This is an optimization exercise on Yosys and OpenROAD, whose aim is small area, a short achievable clock period and few clock cycles, not a production implementation.
Only simulation tests tie the RTL to the original design; equivalence was not proved.
Power figures rest on the tool's default switching activity, not on a simulated workload.

==> amber: inputs <==
==> flow/design.v <==
module mammal (
      input clk,
      input rst,
      input [15:0] data_in,
      output [15:0] data_out,
      output logic [11:0] address,
      output memwt,
      input INT,
      output logic intack
);
localparam OP_NOP=4'd0, OP_LDI=4'd1, OP_LD=4'd2, OP_ST=4'd3, OP_JZ=4'd4, OP_JMP=4'd5,
           OP_ALU=4'd7, OP_PUSH=4'd8, OP_POP=4'd9, OP_CALL=4'd10, OP_RET=4'd11,
           OP_STI=4'd12, OP_CLI=4'd13, OP_IRET=4'd14;
logic [11:0] pc;
logic [3:0] xop;           
logic [2:0] rd;            
logic [15:0] opa, opb;     
logic zeroflag, intflag;
logic [15:0] regbank [7:0];
logic c_cin, c_sum, c_and, c_or, c_xor, c_not;
logic s_iretw, s_iret2, s_int0, s_int1, s_int2, s_int3, s_halt;
logic [11:0] addr_q;       
logic a_data;              
logic memwt_q;
wire x_ldi  = (xop == OP_LDI);
wire x_ld   = (xop == OP_LD);
wire x_st   = (xop == OP_ST);
wire x_jmp  = (xop == OP_JMP);    
wire x_alu  = (xop == OP_ALU);
wire x_push = (xop == OP_PUSH);
wire x_pop  = (xop == OP_POP);
wire x_call = (xop == OP_CALL);   
wire x_ret  = (xop == OP_RET);
wire x_sti  = (xop == OP_STI);
wire x_cli  = (xop == OP_CLI);
wire x_iret = (xop == OP_IRET);
wire busy = s_iretw | s_iret2 | s_int0 | s_int1 | s_int2 | s_int3 | s_halt;
wire x_mem = x_ldi | x_ld | x_st | x_push | x_pop | x_call | x_ret | x_iret;
wire int_point = x_ldi | x_ld | x_st | x_jmp | x_alu | x_push | x_pop |
                 x_call | x_ret | x_sti | s_iret2;
wire take_int = int_point & intflag & INT;
wire fetch_raw = ~busy & ~x_mem & ~(x_alu & (rd == 3'd7));
wire fetch = fetch_raw & ~take_int;
wire zfwd;                 
wire [3:0] fop = data_in[15:12];
wire f_jz   = (fop == OP_JZ);
wire f_call = (fop == OP_CALL);
wire f_jmpc = (fop == OP_JMP) | f_call;
wire f_jmp  = f_jmpc | (f_jz & zfwd);
wire f_halt = (fop == 4'd6) | (fop == 4'd15);
wire f_none = (fop == OP_NOP) | (f_jz & ~zfwd);
wire f_alu  = (fop == OP_ALU);
wire f_spinc = (fop == OP_POP) | (fop == OP_RET) | (fop == OP_IRET);
wire f_spdec = (fop == OP_PUSH) | f_call;
wire f_ldst  = (fop == OP_LD) | (fop == OP_ST);
wire f_wt    = (fop == OP_ST) | (fop == OP_PUSH) | f_call;
wire f_unary = f_alu & (data_in[11:9] == 3'h7);
wire f_dec   = f_unary & (data_in[8:6] == 3'h3);
wire f_sub   = f_alu & (data_in[11:9] == 3'h1);
wire [15:0] sp = regbank[7];
wire sp_dn = x_push | x_call | s_int1 | s_int2;
logic [15:0] sp_t;
always_comb begin
    sp_t[0] = 1'b1;
    for (int i = 1; i < 16; i++) sp_t[i] = sp_t[i-1] & (sp[i-1] ^ sp_dn);
end
wire [15:0] sp_pm = sp ^ sp_t;
wire [12:0] psum = {pc, 1'b1} + {data_in[11:0], ~s_int2};
wire [11:0] pc_add = psum[12:1];
wire [11:0] pc_inc = pc + 12'd1;
wire [16:0] asum_w = {opa, 1'b1} + {opb, c_cin};
wire [15:0] asum = asum_w[16:1];
wire [15:0] lres = ({16{c_and}} & (opa & opb)) |
                   ({16{c_or}}  & (opa | opb)) |
                   ({16{c_xor}} & (opa ^ opb)) |
                   {15'd0, c_not & ~|opb};
wire [15:0] zk = {opa[14:0] | opb[14:0], c_cin};
wire zsum = &((opa ^ opb) ~^ zk);
wire zres = c_sum ? zsum : ~|lres;
assign zfwd = x_alu ? zres : zeroflag;
wire wr_en = x_alu | x_ldi | x_ld | x_pop;
wire w_sum = x_alu & c_sum;
wire [15:0] wother = x_alu ? lres : data_in;
wire [15:0] wdata = w_sum ? asum : wother;
wire sp_en = sp_dn | x_pop | x_ret | x_iret | s_iret2;
wire wr7 = wr_en & (rd == 3'd7);
wire [15:0] r7other = wr7 ? wother : sp_pm;
always_ff @(posedge clk) begin
    for (int i = 0; i < 7; i++)
        if (wr_en && rd == 3'(i)) regbank[i] <= wdata;
    if (wr7 | sp_en) regbank[7] <= (wr7 & w_sum) ? asum : r7other;
end
wire [15:0] rda = regbank[data_in[8:6]];
wire [15:0] rdb = regbank[data_in[5:3]];
wire fwda = x_alu & (data_in[8:6] == rd);
wire fwdb = x_alu & (data_in[5:3] == rd);
wire oa_k = s_int0 | s_int1 | f_unary | f_call;
wire [15:0] oa_c = s_int0 ? {4'b0, pc} : s_int1 ? {15'b0, zeroflag} :
                   f_unary ? {16{f_dec}} : {4'b0, pc_inc};
wire [15:0] oa_other = oa_k ? oa_c : (fwda ? lres : rda);
wire oa_sum = fwda & c_sum & ~oa_k;
wire [15:0] ob_other = fwdb ? lres : rdb;
wire ob_sum = fwdb & c_sum;
always_ff @(posedge clk) begin
    rd <= data_in[2:0];
    opa <= oa_sum ? asum : oa_other;
    opb <= (ob_sum ? asum : ob_other) ^ {16{f_sub}};
    if (s_iretw | s_int1) addr_q <= sp_pm[11:0];
    else if (s_int0) addr_q <= sp[11:0];
    else if (f_spinc) addr_q <= sp_pm[11:0];
    else if (f_spdec) addr_q <= sp[11:0];
    else addr_q <= fwdb ? wdata[11:0] : rdb[11:0];
    c_cin <= (data_in[11:9] == 3'h1) | (data_in[11:6] == 6'b111010);
    c_sum <= (data_in[11:10] == 2'b00) | (data_in[11:7] == 5'b11101);
    c_and <= (data_in[11:9] == 3'h2);
    c_or  <= (data_in[11:9] == 3'h3) | (data_in[11:6] == 6'b111001);
    c_xor <= (data_in[11:9] == 3'h4);
    c_not <= (data_in[11:6] == 6'b111000);
end
always_ff @(posedge clk) begin
    if (rst) begin
        xop <= OP_NOP;
        s_iretw <= 1'b0;
        s_iret2 <= 1'b0;
        s_int0 <= 1'b0;
        s_int1 <= 1'b0;
        s_int2 <= 1'b0;
        s_int3 <= 1'b0;
        s_halt <= 1'b0;
        a_data <= 1'b0;
        memwt_q <= 1'b0;
        pc <= 12'd0;
        zeroflag <= 1'b0;
        intflag <= 1'b0;
    end else begin
        if (x_alu) zeroflag <= zres;
        if (x_iret) zeroflag <= data_in[0];
        if (x_sti) intflag <= 1'b1;
        if (x_cli | s_int1) intflag <= 1'b0;
        xop <= OP_NOP;
        if (fetch) begin
            if (f_jmp && !f_call) xop <= OP_JMP;
            else if (!f_none && !f_halt) xop <= fop;
            if (f_halt) s_halt <= 1'b1;
        end
        if ((fetch & ~f_jmpc & ~f_jz) | x_ldi) pc <= pc_inc;
        if (x_ret | s_iret2 | s_int3) pc <= data_in[11:0];
        if (s_int1) pc <= 12'h7f0;
        if ((fetch & f_jmpc) | s_int2) pc <= pc_add;
        if (fetch & f_jz) pc <= zfwd ? pc_add : pc_inc;
        s_iretw <= x_iret;
        s_iret2 <= s_iretw;
        s_int0 <= take_int;
        s_int1 <= s_int0;
        s_int2 <= s_int1;
        s_int3 <= s_int2;
        a_data <= (fetch & (f_ldst | f_spinc | f_spdec)) | s_int0 | s_int1 | s_iretw;
        memwt_q <= (fetch & f_wt) | s_int0 | s_int1;
    end
end
assign address = a_data ? addr_q : pc;
assign memwt = memwt_q;
assign intack = s_int2;
assign data_out = opa;
endmodule
==> flow/flow/run.sh <==
#!/bin/bash
# The standard layout (the standard.sh, unchanged synthesis and flow), with
# one change: the port buffers that ORFS inserts at placement are buf_4 cells
# instead of the default delay buffer.
set -euo pipefail
export BUFFER_PORTS_ARGS="-buffer_cell sky130_fd_sc_hd__buf_4"
bash standard.sh > standard_flow.log 2>&1
==> flow/standard.sh <==
#!/bin/bash
# synth_recipe.tcl (not shown) runs the flow's synth.tcl, then flattens the netlist and writes it again
# the make line also repeats each setting of config.mk as NAME=value (left out here)
make -C /OpenROAD-flow-scripts/flow DESIGN_CONFIG=/design/flow/config.mk WORK_HOME=/design/flow/orfs CLKGATE_MAP_FILE= SYNTH_SCRIPT=/design/flow/synth_recipe.tcl "${@:-finish}"
==> flow/config.mk <==
export PLATFORM = sky130hd
export DESIGN_NAME = mammal
export DESIGN_NICKNAME = mammal
export VERILOG_FILES = /design/flow/design.v
export SDC_FILE = /design/flow/constraint.sdc
export NUM_CORES = 4
export LEC_CHECK = 0
export ABC_AREA = 1
export CAP_MARGIN = 20
export CORE_MARGIN = 2
export CORE_UTILIZATION = 55
export CTS_BUF_LIST = sky130_fd_sc_hd__clkbuf_8
export SETUP_SLACK_MARGIN = 3.4
export SLEW_MARGIN = 20
==> flow/constraint.sdc <==
create_clock -name core_clock -period 6.0 [get_ports {clk}]
set_input_delay 1.2000 -clock core_clock [delete_from_list [all_inputs] [get_ports {clk}]]
set_output_delay 1.2000 -clock core_clock [all_outputs]
set_load 0.01 [all_outputs]
==> fjord (differences from amber) <==
--- a/flow/design.v
+++ b/flow/design.v
@@ -3,5 +3,5 @@
       input rst,
       input [15:0] data_in,
-      output [15:0] data_out,
+      output logic [15:0] data_out,
       output logic [11:0] address,
       output memwt,
@@ -22,8 +22,9 @@
 logic [11:0] addr_q;       
 logic a_data;              
-logic memwt_q;
+logic memwt_q, d_pc, d_z;
 wire x_ldi  = (xop == OP_LDI);
 wire x_ld   = (xop == OP_LD);
 wire x_st   = (xop == OP_ST);
+wire x_jz   = (xop == OP_JZ);     
 wire x_jmp  = (xop == OP_JMP);    
 wire x_alu  = (xop == OP_ALU);
@@ -37,17 +38,16 @@
 wire busy = s_iretw | s_iret2 | s_int0 | s_int1 | s_int2 | s_int3 | s_halt;
 wire x_mem = x_ldi | x_ld | x_st | x_push | x_pop | x_call | x_ret | x_iret;
-wire int_point = x_ldi | x_ld | x_st | x_jmp | x_alu | x_push | x_pop |
+wire jz_taken = x_jz & zeroflag;             
+wire int_point = x_ldi | x_ld | x_st | x_jmp | jz_taken | x_alu | x_push | x_pop |
                  x_call | x_ret | x_sti | s_iret2;
 wire take_int = int_point & intflag & INT;
-wire fetch_raw = ~busy & ~x_mem & ~(x_alu & (rd == 3'd7));
+wire fetch_raw = ~busy & ~x_mem & ~jz_taken & ~(x_alu & (rd == 3'd7));
 wire fetch = fetch_raw & ~take_int;
-wire zfwd;                 
 wire [3:0] fop = data_in[15:12];
 wire f_jz   = (fop == OP_JZ);
 wire f_call = (fop == OP_CALL);
-wire f_jmpc = (fop == OP_JMP) | f_call;
-wire f_jmp  = f_jmpc | (f_jz & zfwd);
+wire f_jmp  = (fop == OP_JMP) | f_call | (f_jz & zeroflag & ~x_alu);
 wire f_halt = (fop == 4'd6) | (fop == 4'd15);
-wire f_none = (fop == OP_NOP) | (f_jz & ~zfwd);
+wire f_none = (fop == OP_NOP) | (f_jz & ~zeroflag & ~x_alu);
 wire f_alu  = (fop == OP_ALU);
 wire f_spinc = (fop == OP_POP) | (fop == OP_RET) | (fop == OP_IRET);
@@ -66,5 +66,5 @@
 end
 wire [15:0] sp_pm = sp ^ sp_t;
-wire [12:0] psum = {pc, 1'b1} + {data_in[11:0], ~s_int2};
+wire [12:0] psum = {pc, 1'b1} + {data_in[11:0], fetch_raw};
 wire [11:0] pc_add = psum[12:1];
 wire [11:0] pc_inc = pc + 12'd1;
@@ -78,5 +78,4 @@
 wire zsum = &((opa ^ opb) ~^ zk);
 wire zres = c_sum ? zsum : ~|lres;
-assign zfwd = x_alu ? zres : zeroflag;
 wire wr_en = x_alu | x_ldi | x_ld | x_pop;
 wire w_sum = x_alu & c_sum;
@@ -95,11 +94,8 @@
 wire fwda = x_alu & (data_in[8:6] == rd);
 wire fwdb = x_alu & (data_in[5:3] == rd);
-wire oa_k = s_int0 | s_int1 | f_unary | f_call;
-wire [15:0] oa_c = s_int0 ? {4'b0, pc} : s_int1 ? {15'b0, zeroflag} :
-                   f_unary ? {16{f_dec}} : {4'b0, pc_inc};
-wire [15:0] oa_other = oa_k ? oa_c : (fwda ? lres : rda);
-wire oa_sum = fwda & c_sum & ~oa_k;
-wire [15:0] ob_other = fwdb ? lres : rdb;
-wire ob_sum = fwdb & c_sum;
+wire [15:0] oa_other = f_unary ? {16{f_dec}} : (f_call ? {4'b0, pc_inc} : (fwda ? lres : rda));
+wire oa_sum = fwda & c_sum & ~f_unary & ~f_call;
+wire [15:0] ob_other = f_jz ? {4'b0, pc_add} : (fwdb ? lres : rdb);
+wire ob_sum = fwdb & c_sum & ~f_jz;
 always_ff @(posedge clk) begin
     rd <= data_in[2:0];
@@ -130,4 +126,6 @@
         a_data <= 1'b0;
         memwt_q <= 1'b0;
+        d_pc <= 1'b0;
+        d_z <= 1'b0;
         pc <= 12'd0;
         zeroflag <= 1'b0;
@@ -144,9 +142,9 @@
             if (f_halt) s_halt <= 1'b1;
         end
-        if ((fetch & ~f_jmpc & ~f_jz) | x_ldi) pc <= pc_inc;
+        if ((fetch & f_jmp) | s_int2) pc <= pc_add;
+        if ((fetch & ~f_jmp) | x_ldi) pc <= pc_inc;
+        if (jz_taken) pc <= opb[11:0];
         if (x_ret | s_iret2 | s_int3) pc <= data_in[11:0];
         if (s_int1) pc <= 12'h7f0;
-        if ((fetch & f_jmpc) | s_int2) pc <= pc_add;
-        if (fetch & f_jz) pc <= zfwd ? pc_add : pc_inc;
         s_iretw <= x_iret;
         s_iret2 <= s_iretw;
@@ -157,4 +155,6 @@
         a_data <= (fetch & (f_ldst | f_spinc | f_spdec)) | s_int0 | s_int1 | s_iretw;
         memwt_q <= (fetch & f_wt) | s_int0 | s_int1;
+        d_pc <= s_int0;
+        d_z <= s_int1;
     end
 end
@@ -162,4 +162,8 @@
 assign memwt = memwt_q;
 assign intack = s_int2;
-assign data_out = opa;
+always_comb begin
+    if (d_pc) data_out = {4'b0, pc};
+    else if (d_z) data_out = {15'b0, zeroflag};
+    else data_out = opa;
+end
 endmodule
--- a/flow/config.mk
+++ b/flow/config.mk
@@ -10,5 +10,4 @@
 export CORE_MARGIN = 2
 export CORE_UTILIZATION = 55
-export CTS_BUF_LIST = sky130_fd_sc_hd__clkbuf_8
-export SETUP_SLACK_MARGIN = 3.4
+export SETUP_SLACK_MARGIN = 3
 export SLEW_MARGIN = 20
==> maple (differences from amber) <==
--- a/flow/design.v
+++ b/flow/design.v
@@ -3,5 +3,5 @@
       input rst,
       input [15:0] data_in,
-      output [15:0] data_out,
+      output logic [15:0] data_out,
       output logic [11:0] address,
       output memwt,
@@ -22,8 +22,9 @@
 logic [11:0] addr_q;       
 logic a_data;              
-logic memwt_q;
+logic memwt_q, d_pc, d_z;
 wire x_ldi  = (xop == OP_LDI);
 wire x_ld   = (xop == OP_LD);
 wire x_st   = (xop == OP_ST);
+wire x_jz   = (xop == OP_JZ);     
 wire x_jmp  = (xop == OP_JMP);    
 wire x_alu  = (xop == OP_ALU);
@@ -37,17 +38,16 @@
 wire busy = s_iretw | s_iret2 | s_int0 | s_int1 | s_int2 | s_int3 | s_halt;
 wire x_mem = x_ldi | x_ld | x_st | x_push | x_pop | x_call | x_ret | x_iret;
-wire int_point = x_ldi | x_ld | x_st | x_jmp | x_alu | x_push | x_pop |
+wire jz_taken = x_jz & zeroflag;             
+wire int_point = x_ldi | x_ld | x_st | x_jmp | jz_taken | x_alu | x_push | x_pop |
                  x_call | x_ret | x_sti | s_iret2;
 wire take_int = int_point & intflag & INT;
-wire fetch_raw = ~busy & ~x_mem & ~(x_alu & (rd == 3'd7));
+wire fetch_raw = ~busy & ~x_mem & ~jz_taken & ~(x_alu & (rd == 3'd7));
 wire fetch = fetch_raw & ~take_int;
-wire zfwd;                 
 wire [3:0] fop = data_in[15:12];
 wire f_jz   = (fop == OP_JZ);
 wire f_call = (fop == OP_CALL);
-wire f_jmpc = (fop == OP_JMP) | f_call;
-wire f_jmp  = f_jmpc | (f_jz & zfwd);
+wire f_jmp  = (fop == OP_JMP) | f_call | (f_jz & zeroflag & ~x_alu);
 wire f_halt = (fop == 4'd6) | (fop == 4'd15);
-wire f_none = (fop == OP_NOP) | (f_jz & ~zfwd);
+wire f_none = (fop == OP_NOP) | (f_jz & ~zeroflag & ~x_alu);
 wire f_alu  = (fop == OP_ALU);
 wire f_spinc = (fop == OP_POP) | (fop == OP_RET) | (fop == OP_IRET);
@@ -66,5 +66,5 @@
 end
 wire [15:0] sp_pm = sp ^ sp_t;
-wire [12:0] psum = {pc, 1'b1} + {data_in[11:0], ~s_int2};
+wire [12:0] psum = {pc, 1'b1} + {data_in[11:0], fetch_raw};
 wire [11:0] pc_add = psum[12:1];
 wire [11:0] pc_inc = pc + 12'd1;
@@ -78,5 +78,4 @@
 wire zsum = &((opa ^ opb) ~^ zk);
 wire zres = c_sum ? zsum : ~|lres;
-assign zfwd = x_alu ? zres : zeroflag;
 wire wr_en = x_alu | x_ldi | x_ld | x_pop;
 wire w_sum = x_alu & c_sum;
@@ -95,11 +94,8 @@
 wire fwda = x_alu & (data_in[8:6] == rd);
 wire fwdb = x_alu & (data_in[5:3] == rd);
-wire oa_k = s_int0 | s_int1 | f_unary | f_call;
-wire [15:0] oa_c = s_int0 ? {4'b0, pc} : s_int1 ? {15'b0, zeroflag} :
-                   f_unary ? {16{f_dec}} : {4'b0, pc_inc};
-wire [15:0] oa_other = oa_k ? oa_c : (fwda ? lres : rda);
-wire oa_sum = fwda & c_sum & ~oa_k;
-wire [15:0] ob_other = fwdb ? lres : rdb;
-wire ob_sum = fwdb & c_sum;
+wire [15:0] oa_other = f_unary ? {16{f_dec}} : (f_call ? {4'b0, pc_inc} : (fwda ? lres : rda));
+wire oa_sum = fwda & c_sum & ~f_unary & ~f_call;
+wire [15:0] ob_other = f_jz ? {4'b0, pc_add} : (fwdb ? lres : rdb);
+wire ob_sum = fwdb & c_sum & ~f_jz;
 always_ff @(posedge clk) begin
     rd <= data_in[2:0];
@@ -130,4 +126,6 @@
         a_data <= 1'b0;
         memwt_q <= 1'b0;
+        d_pc <= 1'b0;
+        d_z <= 1'b0;
         pc <= 12'd0;
         zeroflag <= 1'b0;
@@ -144,9 +142,9 @@
             if (f_halt) s_halt <= 1'b1;
         end
-        if ((fetch & ~f_jmpc & ~f_jz) | x_ldi) pc <= pc_inc;
+        if ((fetch & f_jmp) | s_int2) pc <= pc_add;
+        if ((fetch & ~f_jmp) | x_ldi) pc <= pc_inc;
+        if (jz_taken) pc <= opb[11:0];
         if (x_ret | s_iret2 | s_int3) pc <= data_in[11:0];
         if (s_int1) pc <= 12'h7f0;
-        if ((fetch & f_jmpc) | s_int2) pc <= pc_add;
-        if (fetch & f_jz) pc <= zfwd ? pc_add : pc_inc;
         s_iretw <= x_iret;
         s_iret2 <= s_iretw;
@@ -157,4 +155,6 @@
         a_data <= (fetch & (f_ldst | f_spinc | f_spdec)) | s_int0 | s_int1 | s_iretw;
         memwt_q <= (fetch & f_wt) | s_int0 | s_int1;
+        d_pc <= s_int0;
+        d_z <= s_int1;
     end
 end
@@ -162,4 +162,8 @@
 assign memwt = memwt_q;
 assign intack = s_int2;
-assign data_out = opa;
+always_comb begin
+    if (d_pc) data_out = {4'b0, pc};
+    else if (d_z) data_out = {15'b0, zeroflag};
+    else data_out = opa;
+end
 endmodule
==> flow/run.sh (new file) <==
#!/bin/bash
# synth_recipe.tcl (not shown) runs the flow's synth.tcl, then flattens the netlist and writes it again
# the make line also repeats each setting of config.mk as NAME=value (left out here)
make -C /OpenROAD-flow-scripts/flow DESIGN_CONFIG=/design/flow/config.mk WORK_HOME=/design/flow/orfs CLKGATE_MAP_FILE= SYNTH_SCRIPT=/design/flow/synth_recipe.tcl finish
--- a/flow/config.mk
+++ b/flow/config.mk
@@ -9,6 +9,5 @@
 export CAP_MARGIN = 20
 export CORE_MARGIN = 2
-export CORE_UTILIZATION = 55
-export CTS_BUF_LIST = sky130_fd_sc_hd__clkbuf_8
-export SETUP_SLACK_MARGIN = 3.4
+export CORE_UTILIZATION = 40
+export SETUP_SLACK_MARGIN = 3
 export SLEW_MARGIN = 20
removed: flow/flow/run.sh
removed: flow/standard.sh
==> summary of the runs <==
maple completed without violations. fjord ran to the end with no violations. amber completed without violations.
The lowest total power belongs to amber, the highest to maple.
Clock-buffer cell count: amber > fjord > maple.
Of maple and fjord, fjord has the higher clock skew (gap 0.027 ns).
The lowest fmax belongs to maple, the highest to amber.
Testbench counts of amber, summed over its fixed seeds: cycles 107,349.
Testbench counts of fjord, summed over its fixed seeds: cycles 108,649.
Testbench counts of maple, summed over its fixed seeds: cycles 108,649.

==> afterwards: timing with drivers on the ports <==
The flow's constraints put no driver on any port. The routed layouts listed below were extracted and timed again, unchanged, in two steps.
Step 1 (the two cells are an assumption about what drives the block):
set clk [get_ports {clk}]
set_driving_cell -lib_cell sky130_fd_sc_hd__clkbuf_16 $clk
set_driving_cell -lib_cell sky130_fd_sc_hd__buf_2 [delete_from_list [all_inputs] $clk]
Step 2 also shifts input and output timing later by t, the mid clock arrival at the registers, as if the neighbouring blocks saw the same clock.
Slacks: ideal / step 1 / step 2; pairs: ideal / step 1.
| run | t, ns | setup slack, ns | hold slack, ns | worst slew at a driven data input, ns |
|---|---|---|---|---|
| amber | 0.580 | 3.156 / 3.171 / 2.591 | 0.458 / 0.458 / 0.458 | 0.07 |
| fjord | 0.593 | 3.019 / 3.038 / 2.453 | 0.465 / 0.465 / 0.465 | 0.03 |
| maple | 0.577 | 2.952 / 2.897 / 2.452 | 0.449 / 0.449 / 0.449 | 0.04 |
After both steps every run listed still meets setup and hold. For fjord, which loses most, drivers alone change the setup slack by +0.019 ns; drivers and shift together by -0.566 ns.
